What follows belongs to an exercise in optimizing a design on an open flow for small area; a production flow would make more cautious choices.
Only simulation tests tie the RTL to the original design; equivalence was not proved.
Power is estimated from default activity; no workload was simulated.

File: flow/flow/remap_s7.abc
strash
&get -n
&deepsyn -J 50 -T 240 -S 7
&put
dch -f
amap -m -F 4 -A 10 -C 2000
topo
File: flow/flow/remap.sh
#!/bin/bash
# usage: remap.sh in.v out.v script.abc tag
# Re-maps the combinational cells of in.v with ABC; flip-flops are kept as
# they are (black boxes). Writes out.v and the log remap_<tag>.log.
in=$1; out=$2; scr=$3; tag=$4
cat > remap_$tag.ys <<EOF
read_liberty -lib seq.lib
read_liberty -ignore_miss_func comb.lib
read_verilog $in
hierarchy -top $FLOW_TOP
flatten
opt_clean -purge
abc -liberty $LIB $DU -script $scr
opt_clean -purge
splitnets
opt_clean -purge
hilomap -singleton -hicell sky130_fd_sc_hd__conb_1 HI -locell sky130_fd_sc_hd__conb_1 LO
insbuf -buf sky130_fd_sc_hd__buf_4 A X
rename -enumerate -pattern remap_%_ w:\\\$*
rename -enumerate -pattern remapc_%_ c:\\\$*
stat -liberty $LIB
write_verilog -noattr -noexpr -nohex -nodec $out
EOF
yosys -l remap_$tag.log -q remap_$tag.ys > /dev/null 2>&1 || exit 1
# formal check: the re-mapped netlist must equal the standard one
cat > equiv_$tag.ys <<EOF
read_liberty -ignore_miss_func seq.lib
read_liberty -ignore_miss_func comb.lib
read_verilog $in
rename $FLOW_TOP gold
read_verilog $out
rename $FLOW_TOP gate
flatten
opt_clean
async2sync
equiv_make gold gate equiv
hierarchy -top equiv
equiv_simple -seq 2
equiv_induct
equiv_status -assert
EOF
yosys -l equiv_$tag.log -q equiv_$tag.ys > /dev/null 2>&1 || exit 1
grep -q "Equivalence successfully proven" equiv_$tag.log || exit 1
grep "Chip area" remap_$tag.log | awk '{print $NF}' > area_$tag.txt
File: flow/standard.sh
#!/bin/bash
# synth_recipe.tcl (not shown) runs the flow's synth.tcl, then flattens the netlist and writes it again
# the make line also repeats each setting of config.mk as NAME=value (left out here)
make -C /OpenROAD-flow-scripts/flow DESIGN_CONFIG=/design/flow/config.mk WORK_HOME=/design/flow/orfs CLKGATE_MAP_FILE= SYNTH_SCRIPT=/design/flow/synth_recipe.tcl "${@:-finish}"
File: flow/design.v
module axi_gpio #(
    parameter int N_GPIOS = 32,
    parameter int AXI_ADDR_WIDTH = 12,
    parameter int AXI_DATA_WIDTH = 32
)(
   input aclk,
   input aresetn,
   input  logic [N_GPIOS-1:0] gpio_in_raw ,
   output logic [N_GPIOS-1:0] gpio_out,
   output logic irq,  
   output logic arready,
   input logic [AXI_ADDR_WIDTH-1:0] araddr,
   input logic arvalid,
   output logic [AXI_DATA_WIDTH-1:0] rdata,
   output logic [1:0] rresp,
   output logic rvalid,
   input logic rready,
   input logic wvalid,
   output logic wready,
   input logic [AXI_DATA_WIDTH-1:0] wdata,
   input logic [AXI_DATA_WIDTH/8-1:0] wstrb,
   input logic bready,
   output logic bvalid,
   output logic [1:0] bresp,
   output logic awready,
   input logic [AXI_ADDR_WIDTH-1:0] awaddr,
   input logic awvalid
);
  localparam logic [3:0] DIR_W      = 4'h0;
  localparam logic [3:0] OUT_W      = 4'h1;
  localparam logic [3:0] OUT_SET_W  = 4'h2;
  localparam logic [3:0] OUT_CLR_W  = 4'h3;
  localparam logic [3:0] IN_W       = 4'h4;
  localparam logic [3:0] IRQ_MASK_W = 4'h5;
  localparam logic [3:0] IRQ_STAT_W = 4'h6;
  localparam logic [3:0] IRQ_CLR_W  = 4'h7;
  localparam logic [3:0] EDGE_EN_W  = 4'h8;
  localparam logic [3:0] EDGE_POL_W = 4'h9;
  localparam logic [3:0] LVL_POL_W  = 4'hA;
  localparam logic [3:0] VERSION_W  = 4'hB;
  localparam logic [3:0] SCRATCH_W  = 4'hC;
  localparam logic [3:0] DEBOUNCE_W = 4'hD;
  logic [31:0] dir_q, out_q, irq_mask_q, irq_status_q;
  logic [31:0] edge_en_q, edge_npol_q, lvl_npol_q, scratch_q;
  wire [31:0] edge_pol_q = ~edge_npol_q;
  wire [31:0] lvl_pol_q = ~lvl_npol_q;
  logic [7:0]  debounce_cfg_q;
  logic [31:0] in_meta, in_sync, in_db_q, in_db_d;
  logic [7:0]  db_cnt [0:31];
  logic [3:0]  awcode_q;
  logic [31:0] wdata_q;
  logic [3:0]  wstrb_q;
  logic        clr_p1, clr_p2;    
  wire wr_apply = ~bvalid & ~awready & ~wready;
  always_ff @(posedge aclk) begin
    if (awready) awcode_q <= awaddr[5:2] | {4{|awaddr[11:6]}};
    if (wready) begin
      wdata_q <= wdata;
      wstrb_q <= wstrb;
    end
  end
  always_ff @(posedge aclk or negedge aresetn) begin
    if (!aresetn) begin
      awready <= 1'b1;
      wready  <= 1'b1;
      bvalid  <= 1'b0;
    end else begin
      if (awvalid & awready) awready <= 1'b0;
      if (wvalid & wready)   wready  <= 1'b0;
      if (wr_apply)          bvalid  <= 1'b1;
      if (bvalid & bready) begin
        bvalid  <= 1'b0;
        awready <= 1'b1;
        wready  <= 1'b1;
      end
    end
  end
  assign bresp = 2'b00;
  wire [31:0] bmask = {{8{wstrb_q[3]}}, {8{wstrb_q[2]}}, {8{wstrb_q[1]}}, {8{wstrb_q[0]}}};
  wire [31:0] w1    = wdata_q & bmask;
  wire wr_dir   = wr_apply & (awcode_q == DIR_W);
  wire wr_out   = wr_apply & (awcode_q == OUT_W);
  wire wr_set   = wr_apply & (awcode_q == OUT_SET_W);
  wire wr_clr   = wr_apply & (awcode_q == OUT_CLR_W);
  wire wr_mask  = wr_apply & (awcode_q == IRQ_MASK_W);
  wire wr_iclr  = wr_apply & (awcode_q == IRQ_CLR_W);
  wire wr_een   = wr_apply & (awcode_q == EDGE_EN_W);
  wire wr_epol  = wr_apply & (awcode_q == EDGE_POL_W);
  wire wr_lpol  = wr_apply & (awcode_q == LVL_POL_W);
  wire wr_scr   = wr_apply & (awcode_q == SCRATCH_W);
  wire wr_db    = wr_apply & (awcode_q == DEBOUNCE_W);
  always_ff @(posedge aclk or negedge aresetn) begin
    if (!aresetn) begin
      dir_q          <= '0;
      out_q          <= '0;
      irq_mask_q     <= '0;
      edge_en_q      <= '0;
      edge_npol_q    <= '0;
      lvl_npol_q     <= '0;
      scratch_q      <= '0;
      debounce_cfg_q <= '0;
      clr_p1         <= 1'b0;
      clr_p2         <= 1'b0;
    end else begin
      for (int i = 0; i < 32; i++) begin
        if (bmask[i]) begin
          if (wr_dir)  dir_q[i]      <= wdata_q[i];
          if (wr_out)  out_q[i]      <= wdata_q[i];
          if (wr_set & wdata_q[i]) out_q[i] <= 1'b1;
          if (wr_clr & wdata_q[i]) out_q[i] <= 1'b0;
          if (wr_mask) irq_mask_q[i] <= wdata_q[i];
          if (wr_een)  edge_en_q[i]  <= wdata_q[i];
          if (wr_epol) edge_npol_q[i] <= ~wdata_q[i];
          if (wr_lpol) lvl_npol_q[i]  <= ~wdata_q[i];
          if (wr_scr)  scratch_q[i]  <= wdata_q[i];
        end
      end
      if (wr_db & wstrb_q[0]) debounce_cfg_q <= wdata_q[7:0];
      clr_p1 <= wr_iclr;
      clr_p2 <= clr_p1;
    end
  end
  always_ff @(posedge aclk or negedge aresetn) begin
    if (!aresetn) begin
      in_meta <= '0;
      in_sync <= '0;
      in_db_q <= '0;
      in_db_d <= '0;
    end else begin
      in_meta <= gpio_in_raw;
      in_sync <= in_meta;
      in_db_d <= in_db_q;
      for (int i = 0; i < 32; i++)
        if ((in_sync[i] != in_db_q[i]) && ((debounce_cfg_q == 8'd0) || (db_cnt[i] >= debounce_cfg_q)))
          in_db_q[i] <= in_sync[i];
    end
  end
  always_ff @(posedge aclk) begin
    for (int i = 0; i < 32; i++) begin
      if ((in_sync[i] == in_db_q[i]) || (debounce_cfg_q == 8'd0) || (db_cnt[i] >= debounce_cfg_q))
        db_cnt[i] <= 8'd0;
      else
        db_cnt[i] <= db_cnt[i] + 8'd1;
    end
  end
  wire [31:0] rise = in_db_q & ~in_db_d;
  wire [31:0] fall = ~in_db_q & in_db_d;
  wire [31:0] edge_evt  = ((edge_pol_q & rise) | (~edge_pol_q & fall)) & edge_en_q;
  wire [31:0] level_evt = (in_db_q ~^ lvl_pol_q) & ~edge_en_q;
  wire [31:0] clr_mask  = clr_p2 ? w1 : 32'd0;
  always_ff @(posedge aclk or negedge aresetn) begin
    if (!aresetn) irq_status_q <= '0;
    else          irq_status_q <= (irq_status_q | edge_evt | level_evt) & ~clr_mask;
  end
  assign irq = |(irq_status_q & irq_mask_q);
  assign gpio_out = out_q & dir_q;
  always_ff @(posedge aclk or negedge aresetn) begin
    if (!aresetn) rvalid <= 1'b0;
    else if (arvalid & ~rvalid) rvalid <= 1'b1;
    else if (rready) rvalid <= 1'b0;
  end
  assign arready = ~rvalid;
  assign rresp   = 2'b00;
  logic [31:0] rd_mux;
  always_comb begin
    rd_mux = '0;
    if (araddr[11:6] == 6'd0) begin
      case (araddr[5:2])
        DIR_W:      rd_mux = dir_q;
        OUT_W,
        OUT_SET_W,
        OUT_CLR_W:  rd_mux = out_q;
        IN_W:       rd_mux = in_db_q;
        IRQ_MASK_W: rd_mux = irq_mask_q;
        IRQ_STAT_W: rd_mux = irq_status_q;
        EDGE_EN_W:  rd_mux = edge_en_q;
        EDGE_POL_W: rd_mux = edge_pol_q;
        LVL_POL_W:  rd_mux = lvl_pol_q;
        VERSION_W:  rd_mux = 32'h0001_0000;
        SCRATCH_W:  rd_mux = scratch_q;
        DEBOUNCE_W: rd_mux = {24'd0, debounce_cfg_q};
        default:    rd_mux = '0;
      endcase
    end
  end
  always_ff @(posedge aclk) begin
    if (~rvalid) rdata <= rd_mux;
  end
endmodule
File: flow/constraint.sdc
create_clock -name core_clock -period 5.0 [get_ports {aclk}]
set_input_delay 1.0000 -clock core_clock [delete_from_list [all_inputs] [get_ports {aclk}]]
set_output_delay 1.0000 -clock core_clock [all_outputs]
set_load 0.01 [all_outputs]
File: flow/flow/remap_s21.abc
strash
&get -n
&deepsyn -J 50 -T 240 -S 21
&put
dch -f
amap -m -F 4 -A 10 -C 2000
topo
File: flow/flow/remap_s13.abc
strash
&get -n
&deepsyn -J 50 -T 240 -S 13
&put
dch -f
amap -m -F 4 -A 10 -C 2000
topo
File: flow/flow/remap_fast.abc
strash
dc2
dc2
dch -f
amap
topo
File: flow/config.mk
export PLATFORM = sky130hd
export DESIGN_NAME = axi_gpio
export DESIGN_NICKNAME = axi_gpio
export VERILOG_FILES = /design/flow/design.v
export SDC_FILE = /design/flow/constraint.sdc
export NUM_CORES = 4
export LEC_CHECK = 0
export CAP_MARGIN = 5
export CORE_MARGIN = 2
export CORE_UTILIZATION = 70
export PLACE_DENSITY = 0.8
export SLEW_MARGIN = 5
File: flow/flow/remap_s0.abc
strash
&get -n
&deepsyn -J 50 -T 240 -S 0
&put
dch -f
amap -m -F 4 -A 10 -C 2000
topo
File: flow/flow/splitlib.py
# Split the platform liberty into sequential cells (kept as black boxes)
# and combinational cells (read as logic so ABC can re-map them).
import re, sys
src, seq_out, comb_out = sys.argv[1:4]
t = open(src).read()
starts = [m.start() for m in re.finditer(r'\n\s*cell\s*\(', t)]
hdr = t[:starts[0]]
seq, comb = [], []
for s in starts:
    p = t.index('{', s); depth = 0
    while True:
        c = t[p]
        if c == '{': depth += 1
        elif c == '}':
            depth -= 1
            if depth == 0: break
        p += 1
    body = t[s:p + 1]
    (seq if re.search(r'\b(ff|latch|statetable)\s*\(', body) else comb).append(body)
open(seq_out, 'w').write(hdr + ''.join(seq) + '\n}\n')
open(comb_out, 'w').write(hdr + ''.join(comb) + '\n}\n')
File: flow/flow/run.sh
#!/bin/bash
# Own layout flow:
#  1. the standard synthesis (standard.sh synth), unchanged;
#  2. the combinational cells of its netlist are re-mapped by ABC with
#     area-oriented scripts (several seeds, smallest kept); every flip-flop
#     instance (name, cell type) is kept, and each result is proven
#     equivalent to the standard netlist before it may be used;
#  3. the standard layout from that netlist, with input/output ports
#     buffered by buf_1 cells and a clock tree of clkbuf_8 leaf clusters
#     without dummy loads.
set -uo pipefail
here=$(pwd)
R=$here/orfs/results/$FLOW_PLATFORM/axi_gpio/base
export LIB=$FLOW_HOME/platforms/$FLOW_PLATFORM/lib/sky130_fd_sc_hd__tt_025C_1v80.lib

bash standard.sh synth > synth.log 2>&1 || exit 1

python3 flow/splitlib.py $LIB seq.lib comb.lib > splitlib.log 2>&1
DU=""
for c in $(sed -n '/DONT_USE_CELLS/,/^#/p' $FLOW_HOME/platforms/$FLOW_PLATFORM/config.mk | grep -o 'sky130_fd_sc_hd__[a-z0-9_]*'); do
  DU="$DU -dont_use $c"
done
export DU
cp $R/1_2_yosys.v 1_2_yosys_std.v

for t in s0 s7 s13 fast; do
  bash flow/remap.sh 1_2_yosys_std.v 1_2_yosys_$t.v flow/remap_$t.abc $t > remap_sh_$t.log 2>&1 &
done
wait
best=""; barea=""
for t in s0 s7 s13 fast; do
  [[ -s area_$t.txt ]] || continue
  a=$(cat area_$t.txt)
  if [[ -z "$best" ]] || awk "BEGIN{exit !($a < $barea)}"; then best=$t; barea=$a; fi
done
echo "remap choice: ${best:-none} area ${barea:-n/a}" > remap_choice.log
if [[ -n "$best" ]]; then
  cp 1_2_yosys_$best.v $R/1_2_yosys.v
  rm -f $R/1_synth.odb
fi

bash standard.sh \
  BUFFER_PORTS_ARGS="-buffer_cell sky130_fd_sc_hd__buf_1" \
  CTS_ARGS="-sink_clustering_enable -repair_clock_nets -dont_use_dummy_load -buf_list sky130_fd_sc_hd__clkbuf_16 -sink_clustering_size 28 -sink_clustering_max_diameter 60 -sink_buffer_max_cap_derate 1.0" \
  finish > finish.log 2>&1
==> summary.txt, run 1 <==
setup repair bufs after CTS -> 0
Hold EP -> in_sync[26]
count of fill cells added during filler insertion -> 2911
placement-stage cell area -> 31300 sq um
number of DRC markers in iteration 0 -> 4336
Reg-to-Reg End -> db_cnt[27][4]
antenna viol nets, final -> 0
number of cells traversed by the worst register-to-register path -> 14
DIE WIDTH -> 210 um
path category of the worst min-delay check -> reg2reg
share of the clock period used by the worst path after layout -> 77.4%
global-route congestion overflow total -> 0
Register-to-Register Setup Slack -> 1.13 ns
clock network latency to the later pin of the worst-skew pair -> 0.61 ns
final critical path time including I/O delays and setup -> 3.87 ns
total of endpoints with negative setup slack in the final report -> 0
ratio of cells with drive above 1 in the final layout -> 3.19%
via count of the first global-routing pass -> 25500
number of standard-cell rows in the floorplan -> 75
Crit path max-delay family -> compound AO/OA/AOI/OAI gates
number of top-level pins -> 173
Max Clock Skew -> 0.0505 ns
Initial Util -> 70.8%
Area growth, synth to finish -> 9.42%
floorplan die area -> 44000 sq um
number of max-cap violations -> 0
number of antenna violations at the first check in global routing -> 4
cell-by-cell trace of the critical path -> clkinv_1, buf_4, o22ai_1, o221ai_1, o21ai_0, a21oi_1, o22ai_1, o21ai_0, o21ai_0, a21oi_1, a221oi_1, o21bai_1, o221ai_1, a211oi_1
clock tree root buffer cell -> sky130_fd_sc_hd__clkbuf_16
critical path's most frequent cell -> sky130_fd_sc_hd__o21ai_0
critical path capture point type -> flop
overall power after layout -> 13.8 mW
TritonCTS Buffers -> 43
Largest stage delay, worst path -> 1.01 ns
startpoint class of the critical path -> flop
routed via count -> 26800
static leakage power -> 11.6 nW
final instance area -> 32400 sq um
net count reported at finish -> 3460
total global-route track usage -> 41.7%
remaining routing DRC violations -> 0
worst-path cell with the longest stage delay -> sky130_fd_sc_hd__dfrtp_2
number of hold violations in the final report -> 0
number of clock sinks -> 726
IR Drop Worst-Case VDD -> 0.000448 V
arrival time reported for the critical path endpoint -> 4.36 ns
Port-buffer cells -> 164
start-to-end type of the worst setup path -> reg2reg
setup repair after global routing missed its margin -> no
result of the run -> finished clean
post-detailed-route via-to-cell ratio -> 6.88
transition time at the pin with the least slew margin -> 1.12 ns
Post-CTS Resized -> 0
pin count of the biggest net entering global routing -> 104
maximum level of the CTS H-tree -> 2
Final TNS setup -> 0 ns
multi-input combinational cell area -> 10600 sq um
vertical die dimension -> 210 um
# hold bufs at CTS -> 0
Power Density -> 427 nW/um^2
clock buffer depth -> 3
register cell area after layout -> 17300 sq um
worst slew slack as a fraction of its limit -> 25.4%
Final Slew Violations -> 0
data required time at the worst endpoint -> 5.49 ns
r2r startpoint -> debounce_cfg_q[1]
netlist area before placement -> 29600 sq um
number of buffer and inverter instances along the worst setup path -> 2
Gate Count Post-Synth -> 3104
core box area -> 41900 sq um
per-instance average area after synthesis -> 9.54 sq um
wire length of the first global-routing pass -> 140000 um
CTS clk-pin slew, worst paths -> 0.10 ns
Initial DRT Pass Iterations -> 10
clock tree from TritonCTS -> built
Detailed Route WL -> 92400 um
YS warnings -> 2
crit-path max FO -> 27
source of the worst hold timing path -> in_meta[26]
Highest Clock Rate -> 0.258 GHz
routability congestion estimate -> 0.951
post-detailed-placement half-perimeter wirelength -> 59800 um
Avg WL per Cell -> 23.7 um
Worst Hold Depth -> 0
-- worst max-delay path by stage --
stage	cells past startpoint	start	slack, ns	to
floorplan	3	araddr[4]	0.58	rdata[16]
global placement	14	debounce_cfg_q[1]	1.53	db_cnt[27][5]
detailed placement	14	debounce_cfg_q[1]	1.37	db_cnt[27][4]
CTS	14	debounce_cfg_q[1]	1.27	db_cnt[27][4]
global route	14	debounce_cfg_q[1]	0.88	db_cnt[27][4]
finish	14	debounce_cfg_q[1]	1.13	db_cnt[27][4]
-- report_power, final --
group / internal, mW / total (mW) / switching, mW / leakage (nW)
logic: 1.04 / 3.31 / 2.27 / 3.26
clock network: 1.53 / 3.38 / 1.85 / 0.530
registers: 6.56 / 7.16 / 0.595 / 7.85
total: 9.13 / 13.8 / 4.72 / 11.6
-- routing by layer --
| metal | vias up | wire length (um) | track usage [%] |
|---|---|---|---|
| li1 | 11800 | - | - |
| met3 | 415 | 13100 | 10.4 |
| met5 | - | 34 | 0 |
| met4 | 6 | 5850 | 24.1 |
| met2 | 1935 | 40100 | 62.5 |
| met1 | 12600 | 33400 | 56.0 |
-- layout make-up --
class,instances,share of cell area (%)
antenna,1,0.00772
sequential,726,53.2
tap,539,2.08
clock buffer,43,3.32
multi-input combinational,1902,32.8
timing repair buffer,213,3.12
inverter,475,5.50
-- worst register-to-register path, cell delays in order (launching register included) --
cell                       delay [ns]
sky130_fd_sc_hd__dfrtp_2         1.01
sky130_fd_sc_hd__clkinv_1        0.22
sky130_fd_sc_hd__buf_4           0.34
sky130_fd_sc_hd__o22ai_1         0.23
sky130_fd_sc_hd__o221ai_1        0.13
sky130_fd_sc_hd__o21ai_0         0.14
sky130_fd_sc_hd__a21oi_1         0.06
sky130_fd_sc_hd__o22ai_1         0.16
sky130_fd_sc_hd__o21ai_0         0.10
sky130_fd_sc_hd__o21ai_0         0.10
sky130_fd_sc_hd__a21oi_1         0.08
sky130_fd_sc_hd__a221oi_1        0.27
sky130_fd_sc_hd__o21bai_1        0.21
sky130_fd_sc_hd__o221ai_1        0.39
sky130_fd_sc_hd__a211oi_1        0.32
-- registers in the layout (all words and copies together), names as in the netlist, 32 cells and up --
name and cells:
db_cnt 256, dir_q 32, edge_en_q 32, edge_npol_q 32
in_db_d 32, in_db_q 32, in_meta 32, in_sync 32
irq_mask_q 32, irq_status_q 32, lvl_npol_q 32, out_q 32
rdata 32, scratch_q 32, wdata_q 32
-- stage by stage --
| stage | hold slack (ns) | util [%] | worst slack (ns) | std cells |
|---|---|---|---|---|
| finish | 0.339 | 77.5 | 1.13 | 3899 |
| global route | 0.355 | 77.5 | 0.881 | 3899 |
| CTS | 0.345 | 77.4 | 1.27 | 3898 |
| detailed placement | 0.335 | 74.9 | 1.37 | 3855 |
| global placement | 0.333 | 74.9 | 1.53 | 3855 |
| floorplan | 0.331 | - | 0.575 | 3107 |
-- placed cells by master, fill, tap and decap left out, drive strengths merged, types with 2 or more instances in the layout --
master     n
o211ai     2
dfrtp    396
nor3       4
o21bai     5
edfxtp    72
or3       11
o22ai    233
conb       4
a31oi     57
a22oi     32
o21a      71
o22a       2
nor2     432
a211o      5
or2        9
nand4      4
a222oi    92
buf      212
o21ai    343
a221oi    15
nand3      6
dfstp      2
a211oi   137
nor4       3
a2111oi    2
clkbuf    44
a21oi     98
clkinv   474
or4        2
dfxtp    256
o221ai    85
nand2    243
==> run 2: changes to the inputs <==
--- a/flow/flow/run.sh
+++ b/flow/flow/run.sh
@@ -41,5 +41,5 @@
 
 bash standard.sh \
   BUFFER_PORTS_ARGS="-buffer_cell sky130_fd_sc_hd__buf_1" \
-  CTS_ARGS="-sink_clustering_enable -repair_clock_nets -dont_use_dummy_load -buf_list sky130_fd_sc_hd__clkbuf_16 -sink_clustering_size 28 -sink_clustering_max_diameter 60 -sink_buffer_max_cap_derate 1.0" \
+  CTS_ARGS="-sink_clustering_enable -repair_clock_nets -dont_use_dummy_load -buf_list sky130_fd_sc_hd__clkbuf_8 -sink_clustering_size 18 -sink_clustering_max_diameter 80 -sink_buffer_max_cap_derate 1.0" \
   finish > finish.log 2>&1
==> run 2 against run 1 <==
Net effect: clock power down 23%; highest routed layer unchanged; non-clock buffer count did not move; register-to-register slack lost 0.04 ns.
==> summary.txt, run 2 <==
result of the run -> finished clean
leading cell type in the layout, fill and taps excluded -> sky130_fd_sc_hd__clkinv_1
pin count of the biggest net entering global routing -> 104 (unchanged)
fin worst setup slack -> 1.08 ns (-0.0446 ns)
CTS clk-pin slew, worst paths -> 0.11 ns (about the same)
arrival time reported for the critical path endpoint -> 4.50 ns (+0.14 ns)
Worst Hold Depth -> 0 (unchanged)
total global-route track usage -> 41.2% (-0.50 points)
Avg WL per Cell -> 23.4 um (-1.1%)
number of clock sinks -> 726 (unchanged)
Hold EP -> in_sync[25]
source of the worst hold timing path -> in_meta[25]
fraction of power consumed by the clock network -> 19.9% (-4.5 points)
number of max-cap violations -> 0 (unchanged)
share of power burned in combinational logic -> 25.3% (+1.4 points)
critical path's most frequent cell -> sky130_fd_sc_hd__o21ai_0
Highest Clock Rate -> 0.255 GHz (-1.1%)
per-instance average area after synthesis -> 9.54 sq um (unchanged)
routability congestion estimate -> 0.951 (unchanged)
Largest stage delay, worst path -> 1.01 ns (about the same)
critical path capture point type -> flop
net count reported at finish -> 3463 (+0.087%)
global-route congestion overflow total -> 0 (unchanged)
TritonCTS Buffers -> 46 (+7.0%)
Reg-to-Reg End -> db_cnt[27][4]
net switching power -> 4.62 mW (-2.2%)
Gate Count Post-Synth -> 3104 (unchanged)
routing layer with the top usage in global route -> met2
r2r startpoint -> debounce_cfg_q[1]
most frequent cells in the layout -> sky130_fd_sc_hd__clkinv_1 (474), sky130_fd_sc_hd__nor2_1 (426), sky130_fd_sc_hd__dfrtp_1 (395), sky130_fd_sc_hd__o21ai_0 (343), sky130_fd_sc_hd__dfxtp_1 (256)
Max Clock Skew -> 0.0893 ns (+0.0388 ns)
routed via count -> 26500 (-1.0%)
register name with the most flops -> db_cnt
number of top-level pins -> 173 (unchanged)
clock tree from TritonCTS -> built
Port-buffer cells -> 164 (unchanged)
startpoint class of the critical path -> flop
post-detailed-route via-to-cell ratio -> 6.80 (-1.1%)
YS warnings -> 2 (unchanged)
post-placement cell count -> 3855 (unchanged)
cell-internal power -> 8.43 mW (-7.7%)
netlist area before placement -> 29600 sq um (unchanged)
pre-CTS setup slack -> 1.37 ns (unchanged)
count of fill cells added during filler insertion -> 2983 (+2.5%)
Detailed Route WL -> 91500 um (-1.0%)
number of cells traversed by the worst register-to-register path -> 14 (unchanged)
maximum level of the CTS H-tree -> 2 (unchanged)
met3 track demand over resource -> 11.5% (+1.1 points)
floorplan die area -> 44000 sq um (unchanged)
number of DRC markers in iteration 0 -> 4115 (-5.1%)
clock buffer depth -> 3 (unchanged)
wire length of the first global-routing pass -> 138000 um (-1.1%)
remaining routing DRC violations -> 0 (unchanged)
Initial DRT Pass Iterations -> 10 (unchanged)
number of antenna violations at the first check in global routing -> 4 (unchanged)
met2 track utilization from global routing -> 61.5% (-0.93 points)
Post-CTS Resized -> 0 (unchanged)
final critical path time including I/O delays and setup -> 3.92 ns (+0.0446 ns)
setup repair bufs after CTS -> 0 (unchanged)
number of standard-cell rows in the floorplan -> 75 (unchanged)
worst-path cell with the longest stage delay -> sky130_fd_sc_hd__dfrtp_2
share of total power consumed by net switching -> 35.4% (+1.3 points)
cell-by-cell trace of the critical path -> clkinv_1, buf_4, o22ai_1, o221ai_1, o21ai_0, a21oi_1, o22ai_1, o21ai_0, o21ai_0, a21oi_1, a221oi_1, o21bai_1, o221ai_1, a211oi_1
via count of the first global-routing pass -> 25300 (-1.0%)
clock tree root buffer cell -> sky130_fd_sc_hd__clkbuf_8
transition time at the pin with the least slew margin -> 1.09 ns (-0.0266 ns)
data required time at the worst endpoint -> 5.58 ns (+0.09 ns)
met1 demand-to-capacity share in global routing -> 55.4% (-0.61 points)
post-detailed-placement half-perimeter wirelength -> 59800 um (unchanged)
setup repair after global routing missed its margin -> no
Area growth, synth to finish -> 7.93%
Final Slew Violations -> 0 (unchanged)
Power Density -> 408 nW/um^2 (-4.5%)
share of total power in sequential cells -> 54.8% (+3.1 points)
start-to-end type of the worst setup path -> reg2reg
# hold bufs at CTS -> 0 (unchanged)
vertical die dimension -> 210 um (unchanged)
static leakage power -> 11.4 nW (-1.7%)
core box area -> 41900 sq um (unchanged)
number of hold violations in the final report -> 0 (unchanged)
IR Drop Worst-Case VDD -> 0.000384 V (-14%)
Initial Util -> 70.8% (unchanged)
DIE WIDTH -> 210 um (unchanged)
non-filler instance count after layout -> 3903 (+0.10%)
total of endpoints with negative setup slack in the final report -> 0 (unchanged)
share of the clock period used by the worst path after layout -> 78.3% (+0.89 points)
ratio of cells with drive above 1 in the final layout -> 3.27% (+0.086 points)
worst slew slack as a fraction of its limit -> 26.8% (+1.4 points)
Register-to-Register Setup Slack -> 1.08 ns (-0.04 ns)
path category of the worst min-delay check -> reg2reg
number of flip-flops under the largest register name -> 256 (unchanged)
antenna viol nets, final -> 0 (unchanged)
crit-path max FO -> 27 (unchanged)
clock network latency to the later pin of the worst-skew pair -> 0.70 ns (+0.09 ns)
Final TNS setup -> 0 ns (unchanged)
-- run 2: stage by stage --
stage / hold slack [ns] / instance area, sq um / utilization, % / power [mW]
4_1_cts: 0.359 / 32000 / 76.4 / 12.9
5_1_grt: 0.359 / 32000 / 76.4 / 13.6
3_3_place_gp: 0.333 / 31300 / 74.9 / 10.3
2_1_floorplan: 0.331 / 29600 / - / 9.21
3_5_place_dp: 0.335 / 31300 / 74.9 / 10.4
6_report: 0.357 / 32000 / 76.4 / 13.0
-- run 2: worst max path at each step --
stage / slack [ns] / end / from / cells past startpoint
final: 1.08 / db_cnt[27][4] / debounce_cfg_q[1] / 14
after global routing: 0.89 / db_cnt[27][4] / debounce_cfg_q[1] / 14
after CTS: 1.26 / db_cnt[27][4] / debounce_cfg_q[1] / 14
after detailed placement: 1.37 / db_cnt[27][4] / debounce_cfg_q[1] / 14
after global placement: 1.53 / db_cnt[27][5] / debounce_cfg_q[1] / 14
after floorplan: 0.58 / rdata[16] / araddr[4] / 3
-- run 2: routing by layer --
layer  part of all wire [%]  vias to the layer above
li1                       -                    11800
met1                     36                    12400
met2                     43                     1869
met3                     14                      391
met4                    6.1                        4
met5                  0.028                        -
-- run 2: area by class of cell --
type / count / area (sq um) / share of cell area (%)
antenna: 2 / 5.00 / 0.0157
clock buffer: 46 / 633 / 1.98
inverter: 475 / 1780 / 5.58
multi-input combinational: 1902 / 10600 / 33.2
sequential: 726 / 17300 / 53.9
tap: 539 / 674 / 2.11
timing repair buffer: 213 / 1010 / 3.17
-- run 2: worst max-delay path: cells and delay by family (launching register included) --
kind | cells | cell delay, ns
AO/OA/AOI/OAI | 12 | 2.21
flip-flops | 1 | 1.01
buffers and inverters | 2 | 0.55
-- run 2: power by group through the flow --
stage	logic, mW	registers (mW)	clock network [mW]
global placement	3.05	7.22	0
CTS	3.20	7.13	2.61
floorplan	2.06	7.14	0
global route	3.59	7.23	2.79
detailed placement	3.18	7.25	0
finish	3.30	7.15	2.60
==> run 3: changes to the inputs <==
--- a/flow/flow/run.sh
+++ b/flow/flow/run.sh
@@ -41,5 +41,5 @@
 
 bash standard.sh \
   BUFFER_PORTS_ARGS="-buffer_cell sky130_fd_sc_hd__buf_1" \
-  CTS_ARGS="-sink_clustering_enable -repair_clock_nets -dont_use_dummy_load -buf_list sky130_fd_sc_hd__clkbuf_8 -sink_clustering_size 18 -sink_clustering_max_diameter 80 -sink_buffer_max_cap_derate 1.0" \
+  CTS_ARGS="-sink_clustering_enable -repair_clock_nets -dont_use_dummy_load -buf_list sky130_fd_sc_hd__clkbuf_8 -sink_clustering_size 16 -sink_clustering_max_diameter 80 -sink_buffer_max_cap_derate 1.0" \
   finish > finish.log 2>&1
==> run 3 against run 2 <==
Net effect: still clean; non-clock buffer count stayed put; cell area increased by 0.21%; sequential cell count unchanged; largest power group unchanged.
==> summary.txt, run 3 <==
YS warnings -> 2 (unchanged)
clock tree root buffer cell -> sky130_fd_sc_hd__clkbuf_8
ratio of cells with drive above 1 in the final layout -> 3.42% (+0.14 points)
Port-buffer cells -> 164 (unchanged)
Final Slew Violations -> 0 (unchanged)
Post-CTS Resized -> 0 (unchanged)
net count reported at finish -> 3468 (+0.14%)
netlist area before placement -> 29600 sq um (unchanged)
crit-path max FO -> 27 (unchanged)
# hold bufs at CTS -> 0 (unchanged)
total global-route track usage -> 41.3% (+0.12 points)
worst slew slack as a fraction of its limit -> 27.0% (+0.20 points)
core occupancy in the finished layout -> 76.6% (+0.16 points)
Hold Slack -> 0.348 ns (-0.00916 ns)
worst-path cell with the longest stage delay -> sky130_fd_sc_hd__dfrtp_2
wire length of the first global-routing pass -> 139000 um (+0.47%)
clock tree from TritonCTS -> built
remaining routing DRC violations -> 0 (unchanged)
post-detailed-route via-to-cell ratio -> 6.78 (-0.23%)
critical path's most frequent cell -> sky130_fd_sc_hd__o21ai_0
number of flip-flops under the largest register name -> 256 (unchanged)
Register-to-Register Setup Slack -> 1.12 ns (+0.03 ns)
critical path capture point type -> flop
Max Clock Skew -> 0.0514 ns (-0.0379 ns)
core box area -> 41900 sq um (unchanged)
number of DRC markers in iteration 0 -> 4091 (-0.58%)
Initial DRT Pass Iterations -> 13 (+3)
clock network latency to the later pin of the worst-skew pair -> 0.71 ns (about the same)
arrival time reported for the critical path endpoint -> 4.46 ns (-0.04 ns)
floorplan die area -> 44000 sq um (unchanged)
Gate Count Post-Synth -> 3104 (unchanged)
number of top-level pins -> 173 (unchanged)
number of hold violations in the final report -> 0 (unchanged)
antenna viol nets, final -> 0 (unchanged)
leading cell type in the layout, fill and taps excluded -> sky130_fd_sc_hd__clkinv_1
r2r startpoint -> debounce_cfg_q[1]
number of max-cap violations -> 0 (unchanged)
Initial Util -> 70.8% (unchanged)
final critical path time including I/O delays and setup -> 3.88 ns (-0.0323 ns)
startpoint class of the critical path -> flop
per-instance average area after synthesis -> 9.54 sq um (unchanged)
result of the run -> finished clean
Highest Clock Rate -> 0.257 GHz (+0.83%)
setup repair after global routing missed its margin -> no
global-route congestion overflow total -> 0 (unchanged)
Largest stage delay, worst path -> 1.02 ns (about the same)
static leakage power -> 11.5 nW (+0.31%)
first element of the critical path -> debounce_cfg_q[1]
number of cells traversed by the worst register-to-register path -> 14 (unchanged)
number of clock sinks -> 726 (unchanged)
path category of the worst min-delay check -> in2async
via count of the first global-routing pass -> 25300 (+0.38%)
number of antenna violations at the first check in global routing -> 4 (unchanged)
IR Drop Worst-Case VDD -> 0.000334 V (-13%)
TritonCTS Buffers -> 51 (+11%)
post-detailed-placement half-perimeter wirelength -> 59800 um (unchanged)
routability congestion estimate -> 0.951 (unchanged)
total of endpoints with negative setup slack in the final report -> 0 (unchanged)
Power Density -> 411 nW/um^2 (+0.62%)
most frequent cells in the layout -> sky130_fd_sc_hd__clkinv_1 (474), sky130_fd_sc_hd__nor2_1 (426), sky130_fd_sc_hd__dfrtp_1 (395), sky130_fd_sc_hd__o21ai_0 (343), sky130_fd_sc_hd__dfxtp_1 (256)
setup repair bufs after CTS -> 0 (unchanged)
DIE WIDTH -> 210 um (unchanged)
Area growth, synth to finish -> 8.16%
Avg WL per Cell -> 23.4 um (-0.26%)
clock buffer depth -> 3 (unchanged)
register name with the most flops -> db_cnt
data required time at the worst endpoint -> 5.58 ns (about the same)
routed via count -> 26500 (-0.12%)
Reg-to-Reg End -> db_cnt[27][4]
transition time at the pin with the least slew margin -> 1.09 ns (-0.00306 ns)
CTS clk-pin slew, worst paths -> 0.11 ns (about the same)
Final TNS setup -> 0 ns (unchanged)
cell-by-cell trace of the critical path -> clkinv_1, buf_4, o22ai_1, o221ai_1, o21ai_0, a21oi_1, o22ai_1, o21ai_0, o21ai_0, a21oi_1, a221oi_1, o21bai_1, o221ai_1, a211oi_1
vertical die dimension -> 210 um (unchanged)
share of the clock period used by the worst path after layout -> 77.7% (-0.65 points)
number of standard-cell rows in the floorplan -> 75 (unchanged)
start-to-end type of the worst setup path -> reg2reg
maximum level of the CTS H-tree -> 2 (unchanged)
pin count of the biggest net entering global routing -> 104 (unchanged)
Detailed Route WL -> 91300 um (-0.16%)
CP endpoint -> db_cnt[27][4]
[run 3: cell count changes in the layout (fill, tap and decap cells not counted), sizes merged]
cell / before / now
clkbuf: 47 / 52
diode: 2 / 1
[run 3: through the flow]
step | power, mW | instance area, sq um | setup WS [ns] | cells
floorplan | 9.21 | 29600 | 0.575 | 3107
global placement | 10.3 | 31300 | 1.53 | 3855
detailed placement | 10.4 | 31300 | 1.37 | 3855
finish | 13.2 | 32000 | 1.12 | 3907
global route | 13.7 | 32000 | 0.943 | 3907
CTS | 13.1 | 32000 | 1.26 | 3906
[run 3: worst max-delay path: cells and delay by family (launching register included)]
kind	cells	cell delay (ns)
AOI/OAI and AO/OA	12	2.17
buffers and inverters	2	0.55
DFF	1	1.02
[run 3: cell type report]
cell class | count | area, sq um
diodes | 1 | 2.50
multi-input cells | 1902 | 10600
flip-flops and latches | 726 | 17300
well taps | 539 | 674
fillers | 2980 | 9810
clock buffers | 51 | 702
inverters | 475 | 1780
repair buffers | 213 | 1010
[run 3: worst min-delay path by stage]
stage / cells after the start / endpoint / startpoint / slack, ns
2_1_floorplan: 0 / clr_p2 / clr_p1 / 0.33
3_3_place_gp: 0 / in_sync[16] / in_meta[16] / 0.33
3_5_place_dp: 0 / in_sync[5] / in_meta[5] / 0.33
4_1_cts: 1 / in_meta[23] / aresetn / 0.35
5_1_grt: 0 / in_sync[5] / in_meta[5] / 0.36
6_report: 1 / in_meta[23] / aresetn / 0.35
[run 3: per-layer routing]
layer	track usage [%]	wire, um
met1	55.7	33400
met2	61.3	39300
met3	11.1	12800
met4	23.4	5720
met5	0	29
[run 3: report_power, final]
part | switching [mW] | total, mW | internal [mW] | leakage (nW)
combinational | 2.27 | 3.30 | 1.04 | 3.26
clock | 1.79 | 2.70 | 0.914 | 0.367
sequential | 0.590 | 7.15 | 6.56 | 7.85
==> run 4: changes to the inputs <==
--- a/flow/flow/run.sh
+++ b/flow/flow/run.sh
@@ -6,7 +6,7 @@
 #     instance (name, cell type) is kept, and each result is proven
 #     equivalent to the standard netlist before it may be used;
 #  3. the standard layout from that netlist, with input/output ports
-#     buffered by buf_1 cells and a clock tree of clkbuf_8 leaf clusters
+#     buffered by buf_1 cells and a clock tree of clkbuf_8 leaf clusters (at most 16 sinks each)
 #     without dummy loads.
 set -uo pipefail
 here=$(pwd)
--- a/flow/config.mk
+++ b/flow/config.mk
@@ -8,5 +8,6 @@
 export CAP_MARGIN = 5
 export CORE_MARGIN = 2
 export CORE_UTILIZATION = 70
+export GPL_TIMING_DRIVEN = 0
 export PLACE_DENSITY = 0.8
 export SLEW_MARGIN = 5
==> run 4 against run 3 <==
Net effect: sequential power increased by 2%; via count increased by 0.39%; fmax decreased by 14%; global-route usage increased by 0.55 points; cell area increased by 1.3%; first-iteration DRC count increased by 0.46%; sequential cell count unchanged; synthesized cell count unchanged; hold slack got worse by 0.14 ns; clock power about the same; highest routed layer unchanged; clock skew increased by 0.00086 ns.
==> summary.txt, run 4 <==
result of the run -> finished clean
TritonCTS Buffers -> 51 (unchanged)
arrival time reported for the critical path endpoint -> 5.12 ns (+0.66 ns)
Final Slew Violations -> 0 (unchanged)
Highest Clock Rate -> 0.222 GHz (-14%)
routability congestion estimate -> 0.922 (-3.0%)
routed via count -> 26600 (+0.39%)
Power Density -> 407 nW/um^2 (-0.88%)
Detailed Route WL -> 91700 um (+0.44%)
pre-CTS setup slack -> 0.266 ns (-1.11 ns)
post-placement cell count -> 3850 (-0.13%)
share of the clock period used by the worst path after layout -> 90.0% (+12 points)
remaining routing DRC violations -> 0 (unchanged)
clock buffer depth -> 3 (unchanged)
global-route congestion overflow total -> 0 (unchanged)
share of total power in sequential cells -> 55.2% (+0.8 points)
r2r startpoint -> debounce_cfg_q[0]
critical path capture point type -> flop
YS warnings -> 2 (unchanged)
crit-path max FO -> 27 (unchanged)
number of flip-flops under the largest register name -> 256 (unchanged)
number of hold violations in the final report -> 0 (unchanged)
clock tree root buffer cell -> sky130_fd_sc_hd__clkbuf_8
ratio of cells with drive above 1 in the final layout -> 3.72% (+0.30 points)
startpoint class of the critical path -> flop
Port-buffer cells -> 164 (unchanged)
Hold Slack -> 0.212 ns (-0.135 ns)
Antenna Diode Count -> 0 (-1)
setup repair bufs after CTS -> 0 (unchanged)
number of antenna violations at the first check in global routing -> 3 (-1)
placement-stage cell area -> 31700 sq um (+1.3%)
transition time at the pin with the least slew margin -> 1.28 ns (+0.192 ns)
cell-internal power -> 8.55 mW (+0.42%)
per-instance average area after synthesis -> 9.54 sq um (unchanged)
number of top-level pins -> 173 (unchanged)
start-to-end type of the worst setup path -> reg2reg
count of fill cells added during filler insertion -> 2924 (-1.9%)
fin worst setup slack -> 0.498 ns (-0.619 ns)
post-detailed-placement half-perimeter wirelength -> 61000 um (+2.0%)
number of max-cap violations -> 0 (unchanged)
clock tree from TritonCTS -> built
Register-to-Register Setup Slack -> 0.50 ns (-0.62 ns)
core occupancy in the finished layout -> 77.6% (+1.0 points)
final critical path time including I/O delays and setup -> 4.50 ns (+0.619 ns)
fraction of power consumed by the clock network -> 20.5% (about the same)
antenna viol nets, final -> 0 (unchanged)
post-detailed-route via-to-cell ratio -> 6.82 (+0.52%)
setup repair after global routing missed its margin -> no
total global-route track usage -> 41.9% (+0.55 points)
Gate Count Post-Synth -> 3104 (unchanged)
total of endpoints with negative setup slack in the final report -> 0 (unchanged)
wire length of the first global-routing pass -> 140000 um (+1.1%)
number of standard-cell rows in the floorplan -> 75 (unchanged)
CTS clk-pin slew, worst paths -> 0.10 ns (about the same)
via count of the first global-routing pass -> 25600 (+1.2%)
Avg WL per Cell -> 23.5 um (+0.57%)
Area growth, synth to finish -> 9.59%
Reg-to-Reg End -> db_cnt[30][1]
Post-CTS Resized -> 0 (unchanged)
number of clock sinks -> 726 (unchanged)
static leakage power -> 11.6 nW (+1.0%)
non-filler instance count after layout -> 3902 (-0.13%)
data required time at the worst endpoint -> 5.61 ns (+0.03 ns)
register name with the most flops -> db_cnt
core box area -> 41900 sq um (unchanged)
clock network latency to the later pin of the worst-skew pair -> 0.71 ns (about the same)
share of power burned in combinational logic -> 24.3% (-0.8 points)
DIE WIDTH -> 210 um (unchanged)
netlist area before placement -> 29600 sq um (unchanged)
final instance area -> 32500 sq um (+1.3%)
pin count of the biggest net entering global routing -> 41 (-61%)
path category of the worst min-delay check -> in2async
vertical die dimension -> 210 um (unchanged)
floorplan die area -> 44000 sq um (unchanged)
worst slew slack as a fraction of its limit -> 14.6% (-12 points)
IR Drop Worst-Case VDD -> 0.000314 V (-6.0%)
number of cells traversed by the worst register-to-register path -> 12 (-2)
maximum level of the CTS H-tree -> 2 (unchanged)
net switching power -> 4.66 mW (+0.45%)
number of DRC markers in iteration 0 -> 4110 (+0.46%)
Initial DRT Pass Iterations -> 10 (-3)
Initial Util -> 70.8% (unchanged)
net count reported at finish -> 3464 (-0.12%)
# hold bufs at CTS -> 0 (unchanged)
Max Clock Skew -> 0.0522 ns (+0.000856 ns)
leading cell type in the layout, fill and taps excluded -> sky130_fd_sc_hd__clkinv_1
most frequent cells in the layout -> sky130_fd_sc_hd__clkinv_1 (466), sky130_fd_sc_hd__nor2_1 (426), sky130_fd_sc_hd__dfrtp_1 (389), sky130_fd_sc_hd__o21ai_0 (343), sky130_fd_sc_hd__dfxtp_1 (256)
share of total power consumed by net switching -> 35.3% (about the same)
[run 4: critical path, stage by stage, from the launching register on]
cell and delay (ns):
sky130_fd_sc_hd__dfrtp_1 0.91, sky130_fd_sc_hd__clkinv_2 1.00, sky130_fd_sc_hd__o22ai_1 0.50, sky130_fd_sc_hd__o21ai_0 0.13, sky130_fd_sc_hd__o21ai_0 0.13, sky130_fd_sc_hd__o221ai_1 0.14
sky130_fd_sc_hd__o221ai_1 0.13, sky130_fd_sc_hd__o221ai_1 0.19, sky130_fd_sc_hd__o221ai_1 0.12, sky130_fd_sc_hd__o221ai_1 0.17, sky130_fd_sc_hd__o21ai_0 0.19, sky130_fd_sc_hd__o221ai_1 0.44
sky130_fd_sc_hd__a211oi_1 0.32
[run 4: how the worst max path moves through the flow]
stage	cells past startpoint	to	startpoint	slack (ns)
3_3_place_gp	1	in_meta[25]	aresetn	-17.34
4_1_cts	12	db_cnt[30][2]	debounce_cfg_q[0]	0.76
5_1_grt	12	db_cnt[30][2]	debounce_cfg_q[0]	0.40
6_report	12	db_cnt[30][1]	debounce_cfg_q[0]	0.50
3_5_place_dp	6	rdata[18]	araddr[3]	0.27
2_1_floorplan	3	rdata[16]	araddr[4]	0.58
[run 4: area by class of cell]
cell class                      instances  area, sq um  area share [%]
Buffer                                  4         30.0          0.0925
Tap cell                              539          674            2.08
Sequential cell                       726        17300            53.2
Multi-Input combinational cell       1902        10600            32.8
Inverter                              475         1790            5.53
Timing Repair Buffer                  205         1370            4.20
Clock buffer                           51          702            2.16
[run 4: through the flow]
| step | setup TNS (ns) | power, mW |
|---|---|---|
| 5_1_grt | 0 | 13.8 |
| 3_5_place_dp | 0 | 10.5 |
| 4_1_cts | 0 | 13.1 |
| 2_1_floorplan | 0 | 9.21 |
| 6_report | 0 | 13.2 |
| 3_3_place_gp | -7412.67 | 10.2 |
[run 4: power by group through the flow]
stage	Clock [mW]	Combinational, mW	Sequential [mW]
after floorplan	0	2.06	7.14
after global placement	0	2.76	7.43
after detailed placement	0	3.09	7.38
after CTS	2.72	3.10	7.26
after global routing	2.91	3.50	7.36
final	2.71	3.21	7.29
[run 4: layer usage]
metal | track usage (%) | part of all wire, % | routed length (um) | vias to the layer above
met5 | 0 | 0.044 | 40 | -
met4 | 25.6 | 6.5 | 6010 | 6
met3 | 11.0 | 13 | 12200 | 465
met2 | 62.8 | 44 | 40000 | 1844
met1 | 55.2 | 37 | 33500 | 12500
li1 | - | - | - | 11800
==> run 5: changes to the inputs <==
--- a/flow/config.mk
+++ b/flow/config.mk
@@ -8,6 +8,5 @@
 export CAP_MARGIN = 5
 export CORE_MARGIN = 2
 export CORE_UTILIZATION = 70
-export GPL_TIMING_DRIVEN = 0
 export PLACE_DENSITY = 0.8
 export SLEW_MARGIN = 5
==> run 5 against run 4 <==
Net effect: fmax grew 16%; critical path type unchanged; core utilization shrank 1.0 points; worst setup slack gained 0.62 ns; global-route usage shrank 0.55 points; count of clock-buffer cells in the layout is the same; sequential share of layout area grew 0.68 points; sequential cell count is the same; area after synthesis is the same.
==> summary.txt, run 5 <==
register name with the most flops -> db_cnt
number of DRC markers in iteration 0 -> 4091 (-0.46%)
critical path capture point type -> flop
total of endpoints with negative setup slack in the final report -> 0 (unchanged)
placement-stage cell area -> 31300 sq um (-1.3%)
final critical path time including I/O delays and setup -> 3.88 ns (-0.619 ns)
register cell area after layout -> 17300 sq um (about the same)
clock network latency to the later pin of the worst-skew pair -> 0.71 ns (about the same)
number of top-level pins -> 173 (unchanged)
vertical die dimension -> 210 um (unchanged)
TritonCTS Buffers -> 51 (unchanged)
post-detailed-route via-to-cell ratio -> 6.78 (-0.52%)
number of max-cap violations -> 0 (unchanged)
clock tree from TritonCTS -> built
Initial DRT Pass Iterations -> 13 (+3)
Highest Clock Rate -> 0.257 GHz (+16%)
number of standard-cell rows in the floorplan -> 75 (unchanged)
total global-route track usage -> 41.3% (-0.55 points)
share of power burned in combinational logic -> 25.1% (+0.8 points)
path category of the worst min-delay check -> in2async
r2r startpoint -> debounce_cfg_q[1]
worst-path cell with the longest stage delay -> sky130_fd_sc_hd__dfrtp_2
count of fill cells added during filler insertion -> 2980 (+1.9%)
Reg-to-Reg End -> db_cnt[27][4]
leading cell type in the layout, fill and taps excluded -> sky130_fd_sc_hd__clkinv_1
Max Clock Skew -> 0.0514 ns (-0.000856 ns)
start-to-end type of the worst setup path -> reg2reg
Initial Util -> 70.8% (unchanged)
Avg WL per Cell -> 23.4 um (-0.56%)
routability congestion estimate -> 0.951 (+3.1%)
Register-to-Register Setup Slack -> 1.12 ns (+0.62 ns)
number of antenna violations at the first check in global routing -> 4 (+1)
transition time at the pin with the least slew margin -> 1.09 ns (-0.192 ns)
DIE WIDTH -> 210 um (unchanged)
Power Density -> 411 nW/um^2 (+0.89%)
via count of the first global-routing pass -> 25300 (-1.1%)
ratio of cells with drive above 1 in the final layout -> 3.42% (-0.30 points)
Final Slew Violations -> 0 (unchanged)
floorplan die area -> 44000 sq um (unchanged)
number of flip-flops under the largest register name -> 256 (unchanged)
setup repair after global routing missed its margin -> no
data required time at the worst endpoint -> 5.58 ns (-0.03 ns)
startpoint class of the critical path -> flop
Largest stage delay, worst path -> 1.02 ns (+0.02 ns)
static leakage power -> 11.5 nW (-1.0%)
antenna viol nets, final -> 0 (unchanged)
arrival time reported for the critical path endpoint -> 4.46 ns (-0.66 ns)
cell-by-cell trace of the critical path -> clkinv_1, buf_4, o22ai_1, o221ai_1, o21ai_0, a21oi_1, o22ai_1, o21ai_0, o21ai_0, a21oi_1, a221oi_1, o21bai_1, o221ai_1, a211oi_1
critical path's most frequent cell -> sky130_fd_sc_hd__o21ai_0
Area growth, synth to finish -> 8.16%
Final TNS setup -> 0 ns (unchanged)
number of hold violations in the final report -> 0 (unchanged)
Port-buffer cells -> 164 (unchanged)
net switching power -> 4.64 mW (-0.44%)
remaining routing DRC violations -> 0 (unchanged)
core box area -> 41900 sq um (unchanged)
netlist area before placement -> 29600 sq um (unchanged)
share of the clock period used by the worst path after layout -> 77.7% (-12 points)
wire length of the first global-routing pass -> 139000 um (-1.1%)
global-route congestion overflow total -> 0 (unchanged)
fraction of power consumed by the clock network -> 20.5% (about the same)
worst slew slack as a fraction of its limit -> 27.0% (+12 points)
per-instance average area after synthesis -> 9.54 sq um (unchanged)
share of total power consumed by net switching -> 35.3% (about the same)
pre-CTS setup slack -> 1.37 ns (+1.11 ns)
result of the run -> finished clean
net count reported at finish -> 3468 (+0.12%)
setup repair bufs after CTS -> 0 (unchanged)
fin worst setup slack -> 1.12 ns (+0.619 ns)
multi-input combinational cell area -> 10600 sq um (-0.23%)
maximum level of the CTS H-tree -> 2 (unchanged)
most frequent cells in the layout -> sky130_fd_sc_hd__clkinv_1 (474), sky130_fd_sc_hd__nor2_1 (426), sky130_fd_sc_hd__dfrtp_1 (395), sky130_fd_sc_hd__o21ai_0 (343), sky130_fd_sc_hd__dfxtp_1 (256)
post-detailed-placement half-perimeter wirelength -> 59800 um (-1.9%)
routed via count -> 26500 (-0.39%)
Gate Count Post-Synth -> 3104 (unchanged)
final instance area -> 32000 sq um (-1.3%)
CTS clk-pin slew, worst paths -> 0.11 ns (about the same)
pin count of the biggest net entering global routing -> 104 (+150%)
cell-internal power -> 8.51 mW (-0.42%)
# hold bufs at CTS -> 0 (unchanged)
clock buffer depth -> 3 (unchanged)
number of cells traversed by the worst register-to-register path -> 14 (+2)
Detailed Route WL -> 91300 um (-0.44%)
Post-CTS Resized -> 0 (unchanged)
clock tree root buffer cell -> sky130_fd_sc_hd__clkbuf_8
share of total power in sequential cells -> 54.4% (-0.8 points)
number of clock sinks -> 726 (unchanged)
IR Drop Worst-Case VDD -> 0.000334 V (+6.3%)
YS warnings -> 2 (unchanged)
crit-path max FO -> 27 (unchanged)
run 5: routing by layer:
| metal | vias to the layer above | track usage, % | part of all wire, % |
|---|---|---|---|
| li1 | 11800 | - | - |
| met1 | 12400 | 55.7 | 37 |
| met2 | 1842 | 61.3 | 43 |
| met3 | 400 | 11.1 | 14 |
| met4 | 6 | 23.4 | 6.3 |
| met5 | - | 0 | 0.032 |
run 5: how the worst max path moves through the flow:
stage	to	cells past startpoint	from	slack [ns]
2_1_floorplan	rdata[16]	3	araddr[4]	0.58
3_3_place_gp	db_cnt[27][5]	14	debounce_cfg_q[1]	1.53
3_5_place_dp	db_cnt[27][4]	14	debounce_cfg_q[1]	1.37
4_1_cts	irq	4	irq_status_q[19]	1.26
5_1_grt	db_cnt[27][4]	14	debounce_cfg_q[1]	0.94
6_report	db_cnt[27][4]	14	debounce_cfg_q[1]	1.12
run 5: power groups by stage:
stage	clock network (mW)	registers (mW)	logic (mW)
2_1_floorplan	0	7.14	2.06
3_3_place_gp	0	7.22	3.05
3_5_place_dp	0	7.25	3.18
4_1_cts	2.72	7.13	3.20
5_1_grt	2.91	7.23	3.60
6_report	2.70	7.15	3.30
run 5: critical path: cells and delay by family, from the launching register on:
family,cells,cell delay (ns)
flip-flops,1,1.02
buffers and inverters,2,0.55
AO/OA/AOI/OAI,12,2.17
run 5: layout make-up:
class	count	share of cell area, %
inverters	475	5.56
multi-input cells	1902	33.1
repair buffers	213	3.16
diodes	1	0.00781
clock buffers	51	2.19
flip-flops and latches	726	53.8
well taps	539	2.10
run 5: per-stage QoR:
step | utilization, % | std cells | hold slack [ns] | power (mW)
after detailed placement | 74.9 | 3855 | 0.335 | 10.4
after global placement | 74.9 | 3855 | 0.333 | 10.3
after CTS | 76.6 | 3906 | 0.351 | 13.1
after floorplan | - | 3107 | 0.331 | 9.21
final | 76.6 | 3907 | 0.348 | 13.2
after global routing | 76.6 | 3907 | 0.358 | 13.7
==> run 6: changes to the inputs <==
--- a/flow/config.mk
+++ b/flow/config.mk
@@ -5,8 +5,8 @@
 export SDC_FILE = /design/flow/constraint.sdc
 export NUM_CORES = 4
 export LEC_CHECK = 0
-export CAP_MARGIN = 5
+export CAP_MARGIN = 0
 export CORE_MARGIN = 2
 export CORE_UTILIZATION = 70
 export PLACE_DENSITY = 0.8
-export SLEW_MARGIN = 5
+export SLEW_MARGIN = 0
==> run 6 against run 5 <==
Net effect: core utilization stayed put; register-to-register slack hardly changed; clock power hardly changed; combinational power hardly changed; first-iteration DRC count stayed put.
==> summary.txt, run 6 <==
number of flip-flops under the largest register name -> 256 (unchanged)
count of fill cells added during filler insertion -> 2980 (unchanged)
number of clock sinks -> 726 (unchanged)
global-route congestion overflow total -> 0 (unchanged)
most frequent cells in the layout -> sky130_fd_sc_hd__clkinv_1 (474), sky130_fd_sc_hd__nor2_1 (426), sky130_fd_sc_hd__dfrtp_1 (395), sky130_fd_sc_hd__o21ai_0 (343), sky130_fd_sc_hd__dfxtp_1 (256)
final critical path time including I/O delays and setup -> 3.88 ns (unchanged)
Post-CTS Resized -> 0 (unchanged)
Register-to-Register Setup Slack -> 1.12 ns (about the same)
vertical die dimension -> 210 um (unchanged)
number of cells traversed by the worst register-to-register path -> 14 (unchanged)
Hold Slack -> 0.348 ns (unchanged)
number of hold violations in the final report -> 0 (unchanged)
number of standard-cell rows in the floorplan -> 75 (unchanged)
CP endpoint -> db_cnt[27][4]
routed via count -> 26500 (unchanged)
post-detailed-route via-to-cell ratio -> 6.78 (unchanged)
setup repair bufs after CTS -> 0 (unchanged)
Crit path max-delay family -> compound AO/OA/AOI/OAI gates
clock tree root buffer cell -> sky130_fd_sc_hd__clkbuf_8
netlist area before placement -> 29600 sq um (unchanged)
core box area -> 41900 sq um (unchanged)
number of antenna violations at the first check in global routing -> 4 (unchanged)
floorplan die area -> 44000 sq um (unchanged)
worst slew slack as a fraction of its limit -> 27.0% (unchanged)
number of DRC markers in iteration 0 -> 4091 (unchanged)
Avg WL per Cell -> 23.4 um (unchanged)
critical path capture point type -> flop
net count reported at finish -> 3468 (unchanged)
Area growth, synth to finish -> 8.16% (unchanged)
ratio of cells with drive above 1 in the final layout -> 3.42% (unchanged)
CTS clk-pin slew, worst paths -> 0.11 ns (about the same)
Largest stage delay, worst path -> 1.02 ns (about the same)
Initial DRT Pass Iterations -> 13 (unchanged)
Gate Count Post-Synth -> 3104 (unchanged)
arrival time reported for the critical path endpoint -> 4.46 ns (about the same)
Port-buffer cells -> 164 (unchanged)
r2r startpoint -> debounce_cfg_q[1]
number of max-cap violations -> 0 (unchanged)
Power Density -> 411 nW/um^2 (unchanged)
pin count of the biggest net entering global routing -> 104 (unchanged)
routability congestion estimate -> 0.951 (unchanged)
remaining routing DRC violations -> 0 (unchanged)
number of buffer and inverter instances along the worst setup path -> 2 (unchanged)
transition time at the pin with the least slew margin -> 1.09 ns (unchanged)
TritonCTS Buffers -> 51 (unchanged)
Final TNS setup -> 0 ns (unchanged)
clock buffer depth -> 3 (unchanged)
per-instance average area after synthesis -> 9.54 sq um (unchanged)
total of endpoints with negative setup slack in the final report -> 0 (unchanged)
# hold bufs at CTS -> 0 (unchanged)
register name with the most flops -> db_cnt
cell-by-cell trace of the critical path -> clkinv_1, buf_4, o22ai_1, o221ai_1, o21ai_0, a21oi_1, o22ai_1, o21ai_0, o21ai_0, a21oi_1, a221oi_1, o21bai_1, o221ai_1, a211oi_1
Max Clock Skew -> 0.0514 ns (unchanged)
data required time at the worst endpoint -> 5.58 ns (about the same)
share of the clock period used by the worst path after layout -> 77.7% (unchanged)
Initial Util -> 70.8% (unchanged)
Final Slew Violations -> 0 (unchanged)
overall power after layout -> 13.2 mW (unchanged)
setup repair after global routing missed its margin -> no
result of the run -> finished clean
wire length of the first global-routing pass -> 139000 um (unchanged)
maximum level of the CTS H-tree -> 2 (unchanged)
Detailed Route WL -> 91300 um (unchanged)
path category of the worst min-delay check -> in2async
via count of the first global-routing pass -> 25300 (unchanged)
crit-path max FO -> 27 (unchanged)
startpoint class of the critical path -> flop
first element of the critical path -> debounce_cfg_q[1]
clock network latency to the later pin of the worst-skew pair -> 0.71 ns (about the same)
start-to-end type of the worst setup path -> reg2reg
post-detailed-placement half-perimeter wirelength -> 59800 um (unchanged)
antenna viol nets, final -> 0 (unchanged)
count of cell instances traversed by the critical path -> 14 (unchanged)
worst-path cell with the longest stage delay -> sky130_fd_sc_hd__dfrtp_2
Reg-to-Reg End -> db_cnt[27][4]
clock tree from TritonCTS -> built
static leakage power -> 11.5 nW (unchanged)
critical path's most frequent cell -> sky130_fd_sc_hd__o21ai_0
Highest Clock Rate -> 0.257 GHz (unchanged)
YS warnings -> 2 (unchanged)
DIE WIDTH -> 210 um (unchanged)
IR Drop Worst-Case VDD -> 0.000334 V (unchanged)
leading cell type in the layout, fill and taps excluded -> sky130_fd_sc_hd__clkinv_1
total global-route track usage -> 41.3% (unchanged)
number of top-level pins -> 173 (unchanged)
[run 6: through the flow]
step           cell area, sq um  util [%]  std cells  worst slack (ns)
4_1_cts                   32000      76.6       3906              1.26
3_5_place_dp              31300      74.9       3855              1.37
6_report                  32000      76.6       3907              1.12
5_1_grt                   32000      76.6       3907             0.943
3_3_place_gp              31300      74.9       3855              1.53
2_1_floorplan             29600         -       3107             0.575
[run 6: routing by layer]
| metal | track usage (%) | part of all wire (%) |
|---|---|---|
| met1 | 55.7 | 37 |
| met2 | 61.3 | 43 |
| met3 | 11.1 | 14 |
| met4 | 23.4 | 6.3 |
| met5 | 0 | 0.032 |
[run 6: how the worst min path moves through the flow]
| stage | start | end | cells past startpoint |
|---|---|---|---|
| after floorplan | clr_p1 | clr_p2 | 0 |
| after global placement | in_meta[16] | in_sync[16] | 0 |
| after detailed placement | in_meta[5] | in_sync[5] | 0 |
| after CTS | aresetn | in_meta[23] | 1 |
| after global routing | in_meta[5] | in_sync[5] | 0 |
| final | aresetn | in_meta[23] | 1 |
[run 6: area by class of cell]
cell class / count / area, sq um / area share (%)
clock buffer: 51 / 702 / 2.19
sequential: 726 / 17300 / 53.8
inverter: 475 / 1780 / 5.56
tap: 539 / 674 / 2.10
timing repair buffer: 213 / 1010 / 3.16
antenna: 1 / 2.50 / 0.00781
multi-input combinational: 1902 / 10600 / 33.1
[run 6: power by group]
part           switching, mW  leakage, nW  internal [mW]
Clock                   1.79        0.367          0.914
Combinational           2.27         3.26           1.04
Sequential             0.590         7.85           6.56
Total                   4.64         11.5           8.51

==> separate check: timing with driven ports <==
In the flow no input, the clock included, has a driving cell. The finished layouts below were timed again as built, in two steps.
Step 1 (the two cells are an assumption about what drives the block):
set clk [get_ports {aclk}]
set_driving_cell -lib_cell sky130_fd_sc_hd__clkbuf_16 $clk
set_driving_cell -lib_cell sky130_fd_sc_hd__buf_2 [delete_from_list [all_inputs] $clk]
Step 2 adds t to the input delays and takes it off the output delays; t is the mean of the earliest and latest rising clock arrival at the registers after step 1. Input paths then give back, and output paths get back, about the clock's delay inside the block.
Slacks: ideal / step 1 / step 2; pairs: ideal / step 1.
run	t (ns)	setup WS [ns]	worst hold slack (ns)	worst data-port slew with drivers (ns)	pins driven straight from the clock port
run 1	0.643	1.129 / 1.129 / 1.129	0.339 / 0.339 / 0.339	0.12	1
run 2	0.712	1.084 / 1.084 / 1.084	0.357 / 0.342 / 0.357	0.12	1
run 3	0.738	1.116 / 1.116 / 1.116	0.348 / 0.319 / 0.354	0.12	1
run 4	0.740	0.498 / 0.498 / 0.284	0.212 / 0.180 / 0.302	0.11	1
run 5	0.738	1.116 / 1.116 / 1.116	0.348 / 0.319 / 0.354	0.12	1
run 6	0.738	1.116 / 1.116 / 1.116	0.348 / 0.319 / 0.354	0.12	1
After both steps setup and hold are still met in every run listed. The setup slack of run 4, which loses most, moves by 0.000 ns with the drivers and by -0.214 ns with both steps.
